This is an optimization exercise on Yosys and OpenROAD, whose aim is small area, not a production implementation. Function was checked by simulation only, so behaviour that the tests miss may differ from the original. No driver is modelled on the clock port, so clock power and skew are understated where the tree is cut down; a real chip needs a root buffer or a tree.

lane 1:
## Elevator
module Elevator(input CLK,
                input RST,
                input [1:0] mode,
                input [3:0] request,
                output [3:0] currentFloor1,
                output [3:0] currentFloor2,
                output doorOpen1,
                output doorOpen2,
                output [3:0] listingLeds,
                output listBusy,
                output reg state);
reg  [31:0] poolv;
reg  [7:0]  lp;
reg  [3:0]  floor1, floor2;
wire [3:0] pool [0:9];
wire [7:0] nz;
wire [7:0] m;
genvar g;
generate for (g = 0; g < 8; g = g + 1) begin : g_slot
  assign pool[g] = poolv[4*g +: 4];
  assign nz[g] = (pool[g] != 4'd0);
  assign m[g]  = (pool[g] == request);
end endgenerate
assign pool[8] = 4'd0;
assign pool[9] = 4'd0;
assign currentFloor1 = floor1;
assign currentFloor2 = floor2;
assign doorOpen1 = ~state | ~nz[0];
assign doorOpen2 = ~state | ~nz[1];
wire lb = (lp != 8'd0);
assign listBusy = lb;
reg [3:0] leds;
integer q;
always @* begin
  leds = 4'd0;
  for (q = 0; q < 8; q = q + 1)
    leds = leds | ({4{lp[q]}} & pool[q]);
end
assign listingLeds = leds;
wire idle = ~state;
wire work = state | (mode == 2'd3);
wire add  = idle & (mode == 2'd0) & ~|m & ~nz[7];
wire del  = idle & (mode == 2'd2) & (request != 4'd0);
wire lst  = idle & (mode == 2'd1);
wire [7:0] s;
assign s[0] = m[0];
generate for (g = 1; g < 8; g = g + 1) begin : g_pre
  assign s[g] = s[g-1] | m[g];
end endgenerate
wire delok = del & s[7];
wire [7:0] w;
assign w[0] = ~nz[0];
generate for (g = 1; g < 8; g = g + 1) begin : g_w
  assign w[g] = ~nz[g] & nz[g-1];
end endgenerate
wire r1 = state & ~nz[0];
wire r2 = state & ~nz[1];
wire [3:0] e1 = r1 ? pool[2] : pool[0];
wire [3:0] e2 = r2 ? (r1 ? pool[3] : pool[2]) : pool[1];
wire sh2 = r1 & r2;
wire sh1 = r1 ^ r2;
wire [4:0] d1 = {1'b0, e1} - {1'b0, floor1};
wire [4:0] d2 = {1'b0, e2} - {1'b0, floor2};
wire up1 = ~d1[4] & (d1[3:0] != 4'd0);
wire up2 = ~d2[4] & (d2[3:0] != 4'd0);
wire dn1 = d1[4] & (e1 != 4'd0);
wire dn2 = d2[4] & (e2 != 4'd0);
wire [3:0] nf1 = floor1 + {dn1, dn1, dn1, up1 | dn1};
wire [3:0] nf2 = floor2 + {dn2, dn2, dn2, up2 | dn2};
wire adj1 = (d1 == 5'd0) | (d1 == 5'd1) | (d1 == 5'h1f) | (e1 == 4'd0);
wire adj2 = (d2 == 5'd0) | (d2 == 5'd1) | (d2 == 5'h1f) | (e2 == 4'd0);
wire [3:0] nt1 = adj1 ? 4'd0 : e1;
wire [3:0] nt2 = adj2 ? 4'd0 : e2;
wire head_nz = sh2 ? nz[4] : sh1 ? nz[3] : nz[2];
  ...
==> flow/config.mk <==
export PLATFORM = sky130hd
export DESIGN_NAME = Elevator
export DESIGN_NICKNAME = Elevator
export VERILOG_FILES = /design/flow/design.v
export SDC_FILE = /design/flow/constraint.sdc
export NUM_CORES = 4
export LEC_CHECK = 0
export CAP_MARGIN = 20
export CORE_MARGIN = 2
export CORE_UTILIZATION = 85
export GPL_TIMING_DRIVEN = 0
export PLACE_DENSITY = 0.92
export SLEW_MARGIN = 20
==> flow/constraint.sdc <==
create_clock -name core_clock -period 10.0 [get_ports {CLK}]
set_input_delay 2.0000 -clock core_clock [delete_from_list [all_inputs] [get_ports {CLK}]]
set_output_delay 2.0000 -clock core_clock [all_outputs]
set_load 0.01 [all_outputs]
standard.sh (not shown) runs the stock make flow with config.mk's settings and CLKGATE_MAP_FILE= SYNTH_SCRIPT=/design/flow/synth_recipe.tcl, a recipe that flattens the netlist after the stock synthesis.
==> flow/flow/run.sh <==
#!/bin/bash
# Own flow:
#  1. the standard synthesis (standard.sh synth);
#  2. its combinational logic re-mapped for area with ABC, keeping every
#     flip-flop instance, name and cell (resynth.tcl; several ABC scripts are
#     tried and the smallest netlist is kept);
#  3. the standard layout from floorplan on, with buf_1 port buffers,
#     no large buffers for repair_design (resize_dont_use.tcl) and a
#     one-level clock tree built by hand before CTS (cts_manual.tcl).
# Each tool's output goes to a log file of its own in this folder.
set -euo pipefail
W=$(pwd)
F=$W/flow
YOSYS=$FLOW_HOME/../tools/install/yosys/bin/yosys
[ -x "$YOSYS" ] || YOSYS=yosys
R=$W/orfs/results/$FLOW_PLATFORM/Elevator/base
LIB=$FLOW_HOME/platforms/$FLOW_PLATFORM/lib/sky130_fd_sc_hd__tt_025C_1v80.lib

bash standard.sh synth > $W/log_std_synth.log 2>&1
cp $R/1_2_yosys.v $W/std_1_2_yosys.v

scripts="e2 e2s1 e2s2 e2s3 e2s4 e2s5 e2s7 e2s8 e2s9 e2s10 b3 b3s3"
run_batch() {
  local pids=()
  for s in "$@"; do
    ( cd $W && FLOW_TOP=$FLOW_TOP LIBERTY=$LIB IN_V=$W/std_1_2_yosys.v ABC_SCRIPT=$F/$s.abc \
        OUT_V=$W/rs_$s.v OUT_STAT=$W/rs_$s.stat \
        timeout 900 $YOSYS -c $F/resynth.tcl > $W/log_resynth_$s.log 2>&1 ) &
    pids+=($!)
  done
  for p in "${pids[@]}"; do wait $p || true; done
}
run_batch e2 e2s1 e2s2 e2s3
run_batch e2s4 e2s5 e2s7 e2s8
run_batch e2s9 e2s10 b3 b3s3

best=""; besta=""
for s in $scripts; do
  [ -s $W/rs_$s.v ] && [ -s $W/rs_$s.stat ] || continue
  a=$(grep 'Chip area' $W/rs_$s.stat | awk '{print $NF}')
  [ -n "$a" ] || continue
  if [ -z "$besta" ] || awk "BEGIN{exit !($a < $besta)}"; then best=$s; besta=$a; fi
done
echo "resynth choice: ${best:-none} ${besta:-}" > $W/log_choice.log
if [ -n "$best" ]; then
  cp $W/rs_$best.v $R/1_2_yosys.v
  rm -f $R/1_synth.odb $R/1_synth.sdc
fi

export BUFFER_PORTS_ARGS="-buffer_cell sky130_fd_sc_hd__buf_1"
export PRE_CTS_TCL=$F/cts_manual.tcl
export MANUAL_CTS_SLEW=0.110
export PRE_RESIZE_TCL=$F/resize_dont_use.tcl
bash standard.sh finish "BUFFER_PORTS_ARGS=$BUFFER_PORTS_ARGS" "PRE_CTS_TCL=$PRE_CTS_TCL" "PRE_RESIZE_TCL=$PRE_RESIZE_TCL" > $W/log_std_finish.log 2>&1
Other scripts of this flow, unchanged in this note and not shown: flow/flow/b3.abc, flow/flow/b3s3.abc, flow/flow/cts_manual.tcl, flow/flow/e2.abc, flow/flow/e2s1.abc, flow/flow/e2s10.abc, flow/flow/e2s2.abc, flow/flow/e2s3.abc, flow/flow/e2s4.abc, flow/flow/e2s5.abc, flow/flow/e2s7.abc, flow/flow/e2s8.abc, flow/flow/e2s9.abc, flow/flow/resize_dont_use.tcl, flow/flow/resynth.tcl
Lane 1: it failed during global placement without I/O (3_1_place_gp_skip_io), and the tool reported GPL-0301.
Changes in lane 2 relative to lane 1:
Settings: a change of CORE_UTILIZATION from 85 to 70; a change of PLACE_DENSITY from 0.92 to 0.85.
- Lane 2 | status: complete | timing, DRC, antenna: pass
- From lane 2 to lane 1, net count after synthesis did not move at all.
- Reported for lane 2 and lane 1, post-synthesis average cell area turned out identical to the last digit.
- Diff lane 1..lane 2 | area of the mapped netlist | unchanged
- Total number of placement rows: lane 2 vs lane 1 up 2
- Initial core utilization was higher in lane 1 than in lane 2.
- For synthesized cell count, lane 2 and lane 1 come out practically identical.
- Vertical extent of the die went up by a little under 10% going from lane 1 to lane 2.
- Against lane 1, horizontal die dimension in lane 2 rose by a little under 10%.
In lane 2 the design's own scripts or RTL, not TritonCTS, make the clock network.

[separate check: timing with driven ports]
The flow's constraints put no driver on any port. The routed layout listed below was extracted and timed again, unchanged, in two steps. Step 1 sets driving cells, clkbuf_16 on the clock port and buf_2 on the other inputs (assumed; they add their load-dependent delay and slew). Step 2 adds t to the input delays and takes it off the output delays; t is the mean of the earliest and latest rising clock arrival at the registers after step 1. Input paths then give back, and output paths get back, about the clock's delay inside the block. a / b / c = no drivers / after step 1 / after step 2; a / b = the first two.
run: lane 2
shift t [ns]: 0.206
setup slack, ns: 4.086 / 4.111 / 3.905
latest minus earliest clock arrival (ns): 0.009 / 0.009
worst data-port slew with drivers (ns): 0.03
After both steps setup and hold are still met in lane 2. The setup slack of lane 2 moves by +0.025 ns with the drivers and by -0.181 ns with both steps.
